Context: an optimization exercise on an open-source flow, tuned for small area, a short achievable clock period and few clock cycles per item. The choices shown serve that exercise and are no tape-out recipe. At most, simulation tests tie the RTL to the original design; equivalence was not proved.

Setup of try-garnet:
Design mdu_top, start of the top module:
module mdu_top(
  input  logic        clk,
  input  logic        rst,
  input  logic        mdu_in_valid,
  input  logic [2:0]  funct3,
  input  logic [31:0] mdu_in_1,
  input  logic [31:0] mdu_in_2,
  input  logic        cpu_busy,
  output logic [31:0] mdu_out,
  output logic        mdu_out_valid,
  output logic        mdu_busy,
  output logic        exception
);
Size in the first run: ~2700 cells after synthesis, about 140 flip-flops, about 110 I/O pins, about 0.017 sq mm of cells after synthesis.
clock: 10.0 ns
lec_check: 0
abc_area: 1
cap_margin: 40
core_margin: 2
core_utilization: 40
slew_margin: 20
standard.sh (not shown) runs the stock make flow with config.mk's settings and CLKGATE_MAP_FILE= SYNTH_SCRIPT=/design/flow/synth_recipe.tcl, a recipe that flattens the netlist after the stock synthesis.
==> flow/flow/run.sh <==
#!/bin/bash
# Standard ORFS layout with two changes to how it is made (the SDC is unchanged):
# - the port buffers that ORFS inserts at placement are plain buffers (buf_2)
#   instead of the delay cells buffer_ports picks by default;
# - the resizer is asked for extra setup margin (flow/margin.txt, in ns) so it
#   also repairs timing below the 10 ns constraint.
set -euo pipefail
MARGIN=$(cat flow/margin.txt)
bash standard.sh synth > synth.log 2>&1
bash standard.sh "BUFFER_PORTS_ARGS=-buffer_cell sky130_fd_sc_hd__buf_2" \
  "SETUP_SLACK_MARGIN=$MARGIN" finish > layout.log 2>&1
==> flow/flow/margin.txt <==
5.5
Testbench counts of try-garnet, summed over its fixed seeds: cycles 18,533, ops 2,400.
Changes in try-maple relative to try-garnet:
# try-garnet
export LEC_CHECK = 0
export ABC_AREA = 1
export CAP_MARGIN = 40
export CORE_MARGIN = 2
export CORE_UTILIZATION = 40
export SLEW_MARGIN = 20
create_clock -name core_clock -period 10.0 [get_ports {clk}]
# try-maple
export LEC_CHECK = 0
export ABC_AREA = 1
export CAP_MARGIN = 20
export CORE_MARGIN = 2
export CORE_UTILIZATION = 40
export SLEW_MARGIN = 20
create_clock -name core_clock -period 10.0 [get_ports {clk}]
==> flow/run.sh (new file) <==
#!/bin/bash
# synth_recipe.tcl (not shown) runs the flow's synth.tcl, then flattens the netlist and writes it again
# the make line also repeats each setting of config.mk as NAME=value (left out here)
make -C /OpenROAD-flow-scripts/flow DESIGN_CONFIG=/design/flow/config.mk WORK_HOME=/design/flow/orfs CLKGATE_MAP_FILE= SYNTH_SCRIPT=/design/flow/synth_recipe.tcl finish
removed: flow/flow/run.sh
removed: flow/flow/margin.txt
removed: flow/standard.sh
==> comparison <==
try-maple reached the end of the flow, and the finished layout is clean on the timing, DRC and antenna checks. Compare try-maple and try-garnet | worst-margin pin slew higher: try-maple. From try-maple to try-garnet, CTS buffer count did not move at all. Looking at via count, try-maple sits above try-garnet.
## Diff of input files: try-cedar against try-maple
# try-maple
export LEC_CHECK = 0
export ABC_AREA = 1
export CAP_MARGIN = 20
export CORE_MARGIN = 2
export CORE_UTILIZATION = 40
export SLEW_MARGIN = 20
create_clock -name core_clock -period 10.0 [get_ports {clk}]
# try-cedar
export LEC_CHECK = 0
export ABC_AREA = 1
export CAP_MARGIN = 40
export CORE_MARGIN = 2
export CORE_UTILIZATION = 40
export SLEW_MARGIN = 20
create_clock -name core_clock -period 10.0 [get_ports {clk}]
==> flow/flow/run.sh (new file) <==
#!/bin/bash
# Standard ORFS layout with two changes to how it is made (the SDC is unchanged):
# - the port buffers that ORFS inserts at placement are plain buffers (buf_2)
#   instead of the delay cells buffer_ports picks by default;
# - the resizer is asked for extra setup margin (flow/margin.txt, in ns) so it
#   also repairs timing below the 10 ns constraint.
set -euo pipefail
MARGIN=$(cat flow/margin.txt)
bash standard.sh synth > synth.log 2>&1
bash standard.sh "BUFFER_PORTS_ARGS=-buffer_cell sky130_fd_sc_hd__buf_2" \
  "SETUP_SLACK_MARGIN=$MARGIN" finish > layout.log 2>&1
==> flow/flow/margin.txt (new file) <==
6.5
==> flow/standard.sh (new file) <==
#!/bin/bash
# synth_recipe.tcl (not shown) runs the flow's synth.tcl, then flattens the netlist and writes it again
# the make line also repeats each setting of config.mk as NAME=value (left out here)
make -C /OpenROAD-flow-scripts/flow DESIGN_CONFIG=/design/flow/config.mk WORK_HOME=/design/flow/orfs CLKGATE_MAP_FILE= SYNTH_SCRIPT=/design/flow/synth_recipe.tcl "${@:-finish}"
removed: flow/run.sh
Findings:
- try-cedar ends up with a fraction of layout cells with a size suffix above 1 that is 17 points higher than in try-maple.
- Looking at try-cedar and try-maple, the clock-pin slew of the registers on the worst-case setup and hold paths is a wash.
- Note that the non-clock buffer count recorded for try-cedar amounts to 1.9 times the value seen in try-maple.
- try-cedar and try-maple all finish clean.
- try-maple -> try-cedar: average vias per placed instance increased slightly
The inputs of try-willow differ from those of try-cedar as listed below.
# try-cedar
export LEC_CHECK = 0
export ABC_AREA = 1
export CAP_MARGIN = 40
export CORE_MARGIN = 2
export CORE_UTILIZATION = 40
export SLEW_MARGIN = 20
create_clock -name core_clock -period 10.0 [get_ports {clk}]
# try-willow
export LEC_CHECK = 0
export CAP_MARGIN = 20
export CORE_MARGIN = 2
export CORE_UTILIZATION = 40
export SLEW_MARGIN = 20
create_clock -name core_clock -period 10.0 [get_ports {clk}]
==> flow/run.sh (new file) <==
#!/bin/bash
# synth_recipe.tcl (not shown) runs the flow's synth.tcl, then flattens the netlist and writes it again
# the make line also repeats each setting of config.mk as NAME=value (left out here)
make -C /OpenROAD-flow-scripts/flow DESIGN_CONFIG=/design/flow/config.mk WORK_HOME=/design/flow/orfs CLKGATE_MAP_FILE= SYNTH_SCRIPT=/design/flow/synth_recipe.tcl finish
removed: flow/flow/run.sh
removed: flow/flow/margin.txt
removed: flow/standard.sh
### Flow results
try-willow did not stop at any stage, and its layout met the timing, DRC and antenna checks.
Placed standard-cell area (lower): try-willow
Diff try-cedar -> try-willow | total placed cells including tap cells | down by more than 10%
A endpoint of the most critical setup path of h[12] is what try-willow shows, while h[14] belongs to try-cedar.
try-willow vs. try-cedar: portion of the clock cycle consumed by the worst path in the final layout higher; number of slew-limit violations in the final report roughly the same.
Post-detailed-routing wire length for try-willow: 15% down relative to try-cedar
try-cedar has a higher total routing resource utilization after global routing than try-willow.

mdu_top again, from the RTL that the note above started with.
clock: 10.0 ns
lec_check: 0
abc_area: 1
cap_margin: 40
core_margin: 2
core_utilization: 40
slew_margin: 20
==> flow/flow/run.sh <==
#!/bin/bash
# Standard ORFS layout with two changes to how it is made (the SDC is unchanged):
# - the port buffers that ORFS inserts at placement are plain buffers (buf_2)
#   instead of the delay cells buffer_ports picks by default;
# - the resizer is asked for extra setup margin (flow/margin.txt, in ns) so it
#   also repairs timing below the 10 ns constraint.
set -euo pipefail
MARGIN=$(cat flow/margin.txt)
bash standard.sh synth > synth.log 2>&1
bash standard.sh "BUFFER_PORTS_ARGS=-buffer_cell sky130_fd_sc_hd__buf_2" \
  "SETUP_SLACK_MARGIN=$MARGIN" finish > layout.log 2>&1
==> flow/flow/margin.txt <==
6
The first run finished clean.
Testbench counts at the start, summed over its fixed seeds: cycles 18,533, ops 2,400.
Then changed:
==> flow/flow/margin.txt (replaced) <==
5.5
- ABC_AREA: 1 -> default
Routed wire length is lower by 11%.
First-iteration DRC count is lower by 21%.
Synthesized area is lower by 5.2%.
Then changed:
==> flow/flow/margin.txt (replaced) <==
6
- ABC_AREA: default -> 1
- CTS_BUF_LIST: default -> sky130_fd_sc_hd__clkbuf_4 sky130_fd_sc_hd__clkbuf_8
- PLACE_DENSITY: default -> 0.7
- TNS_END_PERCENT: default -> 10
What happened: Synthesized area came out higher by 5.5%; final area is higher by 3.2%; register-to-register slack is better by 0.49 ns; worst hold slack loses 0.053 ns; global-route usage is higher by 1.5 points.
Then changed:
==> flow/run.sh (new file) <==
#!/bin/bash
# synth_recipe.tcl (not shown) runs the flow's synth.tcl, then flattens the netlist and writes it again
# the make line also repeats each setting of config.mk as NAME=value (left out here)
make -C /OpenROAD-flow-scripts/flow DESIGN_CONFIG=/design/flow/config.mk WORK_HOME=/design/flow/orfs CLKGATE_MAP_FILE= SYNTH_SCRIPT=/design/flow/synth_recipe.tcl finish
- ABC_AREA: 1 -> default
- CAP_MARGIN: 40 -> 50
- CTS_BUF_LIST: sky130_fd_sc_hd__clkbuf_4 sky130_fd_sc_hd__clkbuf_8 -> default
- PLACE_DENSITY: 0.7 -> default
- SLEW_MARGIN: 20 -> 80
- TNS_END_PERCENT: 10 -> default
removed: flow/flow/run.sh
removed: flow/flow/margin.txt
removed: flow/standard.sh
Result: The new run completed without violations. First-iteration DRC count is lower by about 17%. Worst hold slack is better by 0.0075 ns. Non-clock buffer count is higher by 143. Maximum frequency is lower by about 37%. Synthesized area is lower by about 5%. Flip-flop and latch count does not change. Design area is higher by about 9%. Die area is lower by about 5%. Routed wire length is lower by 9.1%.
Then changed:
==> flow/flow/run.sh (new file) <==
#!/bin/bash
# Standard ORFS layout with two changes to how it is made (the SDC is unchanged):
# - the port buffers that ORFS inserts at placement are plain buffers (buf_2)
#   instead of the delay cells buffer_ports picks by default;
# - the resizer is asked for extra setup margin (flow/margin.txt, in ns) so it
#   also repairs timing below the 10 ns constraint.
set -euo pipefail
MARGIN=$(cat flow/margin.txt)
bash standard.sh synth > synth.log 2>&1
bash standard.sh "BUFFER_PORTS_ARGS=-buffer_cell sky130_fd_sc_hd__buf_2" \
  "SETUP_SLACK_MARGIN=$MARGIN" finish > layout.log 2>&1
==> flow/flow/margin.txt (new file) <==
5.8
==> flow/standard.sh (new file) <==
#!/bin/bash
# synth_recipe.tcl (not shown) runs the flow's synth.tcl, then flattens the netlist and writes it again
# the make line also repeats each setting of config.mk as NAME=value (left out here)
make -C /OpenROAD-flow-scripts/flow DESIGN_CONFIG=/design/flow/config.mk WORK_HOME=/design/flow/orfs CLKGATE_MAP_FILE= SYNTH_SCRIPT=/design/flow/synth_recipe.tcl "${@:-finish}"
- ABC_AREA: default -> 1
- CAP_MARGIN: 50 -> 40
- CTS_BUF_LIST: default -> sky130_fd_sc_hd__clkbuf_4 sky130_fd_sc_hd__clkbuf_8
- PLACE_DENSITY: default -> 0.7
- SLEW_MARGIN: 80 -> 20
removed: flow/run.sh
What happened: Non-clock buffer count went down by 160; synthesized cell count went up by a quarter to a third; final area went down by roughly a tenth; via count went up by roughly a tenth; routed wire length went up by a little under a tenth; fmax went up by well over a third; synthesized area went up by a few percent; final cell count went up by about a fifth.
Then changed:
==> flow/flow/margin.txt (replaced) <==
6
- PLACE_DENSITY: 0.7 -> default
Effect: Clock-buffer cell count rises by 2. Die area stays the same.

The RTL this note starts from:
==> flow/design.v <==
module mdu_top(
  input  logic        clk,
  input  logic        rst,
  input  logic        mdu_in_valid,
  input  logic [2:0]  funct3,
  input  logic [31:0] mdu_in_1,
  input  logic [31:0] mdu_in_2,
  input  logic        cpu_busy,
  output logic [31:0] mdu_out,
  output logic        mdu_out_valid,
  output logic        mdu_busy,
  output logic        exception
);
  logic s_pend, s_mul, s_mcor, s_dneg, s_div, s_dfix;
  logic vld;
  logic busy;
  logic [32:0] a;       
  logic [32:0] h;       
  logic [31:0] l;       
  logic        bp;      
  logic        hz;      
  logic [5:0]  cnt;     
  logic [2:0]  op;
  logic        nneg;    
  logic        dneg;    
  logic        dzr;     
  logic        exc;
  logic        c_h, c_hs, c_l31, c_l, c_inv, c_b1, c_b2, c_binv, c_ci;
  logic        c_d1, c_d2, c_dinv;    
  assign mdu_out       = h[31:0];
  assign mdu_out_valid = vld;
  assign mdu_busy      = busy;
  assign exception     = exc;
  wire accept = mdu_in_valid & ~busy;
  wire div_signed = ~op[0];
  wire [32:0] he = h & {33{~hz}};
  logic [31:0] sm;                              
  always_comb begin
    sm = a[31:0];
    sm = sm | (sm >> 1);
    sm = sm | (sm >> 2);
    sm = sm | (sm >> 4);
    sm = sm | (sm >> 8);
    sm = sm | (sm >> 16);
  end
  wire [31:0] hi_mask = ~(sm >> 1);             
  wire ovf = dneg & (a[31:0] == 32'd0) & (l == 32'h80000000);
  wire [47:0] r16 = {he[31:0], l[31:16]};
  wire [35:0] r4  = {he[31:0], l[31:28]};
  wire skip16 = (cnt[5] | cnt[4]) & ~|(r16[47:32]) & ~|(r16[31:0] & hi_mask);
  wire skip4  = (|cnt[5:2]) & ~|(r4[35:32]) & ~|(r4[31:0] & hi_mask);
  wire [36:0] a37 = {{4{a[32]}}, a};
  logic [36:0] add_a, add_b, add_c, cs_s, cs_c, sum;
  logic        sum_lsb;
  always_comb begin
    add_a = ({37{c_h}}  & {{4{h[32]}}, h}) |
            ({37{c_hs}} & {3'b0, h[32:0], 1'b0}) |
            {36'd0, c_l31 & l[31]} |
            ({37{c_l}}  & {5'd0, l});
    add_a = add_a ^ {37{c_inv}};
    add_b = (({37{c_b1}} & a37) | ({37{c_b2}} & {a37[35:0], 1'b0})) ^ {37{c_binv}};
    add_c = (({37{c_d1}} & {a37[34:0], 2'b0}) | ({37{c_d2}} & {a37[33:0], 3'b0})) ^ {37{c_dinv}};
    cs_s = add_a ^ add_b ^ add_c;
    cs_c = {(add_a[35:0] & add_b[35:0]) | (add_a[35:0] & add_c[35:0]) | (add_b[35:0] & add_c[35:0]), c_ci};
    {sum, sum_lsb} = {cs_s, 1'b1} + {cs_c, c_dinv};
  end
  wire q = ~sum[36];
  wire last_mul = (cnt[3:0] == 4'd1);
  wire op_mulhu = (op[1:0] == 2'd3);
  wire div_first_special = hz & (dzr | nneg);
  wire div_last = skip16 ? (cnt == 6'd16) : skip4 ? (cnt == 6'd4) : (cnt == 6'd1);
  wire fix_inv = div_signed & (op[1] ? nneg : (nneg ^ dneg));
  function automatic logic [2:0] booth(input logic b2, input logic b1, input logic b0);
    booth[0] = b1 ^ b0;
    booth[1] = (b2 & ~b1 & ~b0) | (~b2 & b1 & b0);
    booth[2] = b2 & ~(b1 & b0);
  endfunction
  wire go = accept & ~(vld & cpu_busy);           
  wire resume = s_pend & ~cpu_busy;
  logic n_mul, n_mcor, n_dneg, n_div, n_dfix, n_pend;
  always_comb begin
    n_pend = (accept & vld & cpu_busy) | (s_pend & cpu_busy);
    n_mul  = (go & ~funct3[2]) | (resume & ~op[2]) | (s_mul & ~last_mul);
    n_mcor = s_mul & last_mul & op_mulhu & nneg;
    n_dneg = s_div & hz & ~dzr & nneg;
    n_div  = (go & funct3[2]) | (resume & op[2]) | s_dneg |
             (s_div & ~div_first_special & ~div_last);
    n_dfix = (s_div & hz & dzr) | (s_div & ~div_first_special & div_last);
  end
  logic [2:0] bn, bn2;
  always_comb begin
    if (!busy) begin
      bn  = booth(mdu_in_1[1], mdu_in_1[0], 1'b0);
      bn2 = booth(mdu_in_1[3], mdu_in_1[2], mdu_in_1[1]);
    end else if (s_pend) begin
      bn  = booth(l[1], l[0], 1'b0);
      bn2 = booth(l[3], l[2], l[1]);
    end else begin
      bn  = booth(l[5], l[4], l[3]);
      bn2 = booth(l[7], l[6], l[5]);
    end
  end
  wire dneg_n = busy ? dneg : (mdu_in_2[31] & ~funct3[0]);
  always_ff @(posedge clk or posedge rst) begin
    if (rst) begin
      s_pend <= 1'b0; s_mul <= 1'b0; s_mcor <= 1'b0;
      s_dneg <= 1'b0; s_div <= 1'b0; s_dfix <= 1'b0;
      vld  <= 1'b0;
      busy <= 1'b0;
    end else begin
      s_pend <= n_pend; s_mul <= n_mul; s_mcor <= n_mcor;
      s_dneg <= n_dneg; s_div <= n_div; s_dfix <= n_dfix;
      busy <= n_pend | n_mul | n_mcor | n_dneg | n_div | n_dfix;
      if ((s_mul & ~n_mul & ~n_mcor) | s_mcor | s_dfix) vld <= 1'b1;
      else if (~cpu_busy & (~busy | s_pend))             vld <= 1'b0;
    end
  end
  always_ff @(posedge clk) begin
    c_h    <= (s_mul & n_mul) | n_mcor | (n_dfix & ~dzr & op[1]);
    c_hs   <= n_div & (s_div | s_dneg);
    c_l31  <= n_div;
    c_l    <= n_dneg | (n_dfix & (dzr ? op[1] : ~op[1]));
    c_inv  <= n_dneg | (n_dfix & (dzr ? ~op[1] : fix_inv));
    c_b1   <= (n_mul & bn[0]) | n_mcor | n_div;
    c_b2   <= n_mul & bn[1];
    c_binv <= (n_mul & bn[2]) | n_div;
    c_d1   <= n_mul & bn2[0];
    c_d2   <= n_mul & bn2[1];
    c_dinv <= n_mul & bn2[2];
    c_ci   <= (n_mul & bn[2]) | (n_div & ~dneg_n) | n_dneg | (n_dfix & ~dzr & fix_inv);
  end
  always_ff @(posedge clk) begin
    if (!busy) begin
      l    <= mdu_in_1;
      if (funct3[2])
        a  <= {1'b0, mdu_in_2 ^ {32{mdu_in_2[31] & ~funct3[0]}}};
      else
        a  <= {mdu_in_2[31] & ~funct3[1], mdu_in_2};
      op   <= funct3;
      nneg <= mdu_in_1[31] & (~funct3[0] | ~funct3[2]);
      dneg <= mdu_in_2[31] & ~funct3[0];
      dzr  <= (mdu_in_2 == 32'd0);
      bp   <= 1'b0;
      hz   <= 1'b1;
      cnt  <= funct3[2] ? 6'd32 : 6'd8;
    end
    if (s_mul) begin
      hz  <= 1'b0;
      exc <= 1'b0;
      bp  <= l[3];
      l   <= {sum[3:0], l[31:4]};
      cnt <= cnt - 6'd1;
      if (last_mul && op[1:0] == 2'b00) h <= {1'b0, sum[3:0], l[31:4]};
      else                              h <= sum[36:4];
    end
    if (s_mcor) h <= sum[32:0];
    if (s_dneg) begin
      l  <= sum[31:0];
      h  <= 33'd0;
      hz <= 1'b0;
    end
    if (s_div) begin
      if (hz) exc <= dzr | ovf;
      if (!div_first_special) begin
        hz <= 1'b0;
        if (skip16) begin
          h <= {1'b0, r16[31:0]};
          l <= {l[15:0], 16'd0};
          cnt <= cnt - 6'd16;
        end else if (skip4) begin
          h <= {1'b0, r4[31:0]};
          l <= {l[27:0], 4'd0};
          cnt <= cnt - 6'd4;
        end else begin
          h <= q ? {1'b0, sum[31:0]} : {he[31:0], l[31]};
          l <= {l[30:0], q};
          cnt <= cnt - 6'd1;
        end
      end
    end
    if (s_dfix) h <= sum[32:0];
  end
endmodule
clock: 10.0 ns
lec_check: 0
cap_margin: 20
core_margin: 2
core_utilization: 40
slew_margin: 20
==> flow/flow/run.sh <==
#!/bin/bash
# Standard ORFS layout, with the resizer asked for extra setup margin so that
# it repairs timing below the 10 ns constraint. The SDC is left unchanged.
set -euo pipefail
MARGIN=$(cat flow/margin.txt)
bash standard.sh synth > synth.log 2>&1
bash standard.sh SETUP_SLACK_MARGIN=$MARGIN finish > layout.log 2>&1
==> flow/flow/margin.txt <==
6
The starting point ran to the end with no violations.
Next try:
==> flow/run.sh (new file) <==
#!/bin/bash
# synth_recipe.tcl (not shown) runs the flow's synth.tcl, then flattens the netlist and writes it again
# the make line also repeats each setting of config.mk as NAME=value (left out here)
make -C /OpenROAD-flow-scripts/flow DESIGN_CONFIG=/design/flow/config.mk WORK_HOME=/design/flow/orfs CLKGATE_MAP_FILE= SYNTH_SCRIPT=/design/flow/synth_recipe.tcl finish
removed: flow/flow/run.sh
removed: flow/flow/margin.txt
removed: flow/standard.sh
What happened: The changed run ran to the end with no violations; die area stays the same; cell area goes down by 12%; via count goes down by 2.6%; routed wire length goes down by 4.5%; count of clock-buffer cells in the layout goes down by 1.
Function was not checked in any run of this note: the RTL went through the layout flow alone.

[re-timing with driven ports]
The results above use ideal ports. As a check the final layouts listed here were re-extracted and re-timed, cells and wires unchanged. Step 1 assumes that a clkbuf_16 drives the clock port and a buf_2 every other input. Step 2 moves the port delays by t, midway between the first and last clock arrival at a register: inputs arrive t later, outputs are due t later. That takes back most of the time a late clock gives input paths. Slacks: no drivers / after step 1 / after step 2; pairs: no drivers / after step 1.
| run | shift t [ns] | setup WS [ns] | worst setup path at the end | clock arrival spread, ns | worst register clock-pin slew, ns |
|---|---|---|---|---|---|
| try-garnet | 0.531 | 5.698 / 5.698 / 5.343 | input to register | 0.018 / 0.018 | 0.07 / 0.07 |
| try-maple | 0.511 | 4.780 / 4.780 / 4.780 | register to register | 0.018 / 0.018 | 0.07 / 0.07 |
| try-cedar | 0.514 | 6.372 / 6.372 / 5.976 | input to register | 0.010 / 0.009 | 0.06 / 0.06 |
| try-willow | 0.508 | 4.439 / 4.439 / 4.439 | register to register | 0.014 / 0.013 | 0.07 / 0.07 |
| the first run of note 2 | 0.526 | 6.130 / 6.161 / 5.635 | input to register | 0.018 / 0.018 | 0.07 / 0.07 |
| the second run of note 2 | 0.505 | 5.538 / 5.538 / 5.197 | input to register | 0.018 / 0.018 | 0.07 / 0.07 |
| the third run of note 2 | 0.568 | 6.026 / 6.026 / 5.495 | input to register | 0.019 / 0.019 | 0.09 / 0.09 |
| the fourth run of note 2 | 0.508 | 3.732 / 3.732 / 3.732 | register to register | 0.014 / 0.013 | 0.07 / 0.07 |
| the fifth run of note 2 | 0.559 | 5.939 / 5.939 / 5.493 | input to register | 0.023 / 0.023 | 0.09 / 0.09 |
| the sixth run of note 2 | 0.581 | 6.115 / 6.115 / 5.584 | input to register | 0.019 / 0.019 | 0.09 / 0.09 |
| the first run of note 3 | 0.506 | 5.329 / 5.329 / 5.329 | register to register | 0.018 / 0.017 | 0.07 / 0.07 |
| the second run of note 3 | 0.518 | 4.324 / 4.324 / 4.324 | register to register | 0.016 / 0.015 | 0.08 / 0.08 |
After both steps every run listed still meets setup and hold.
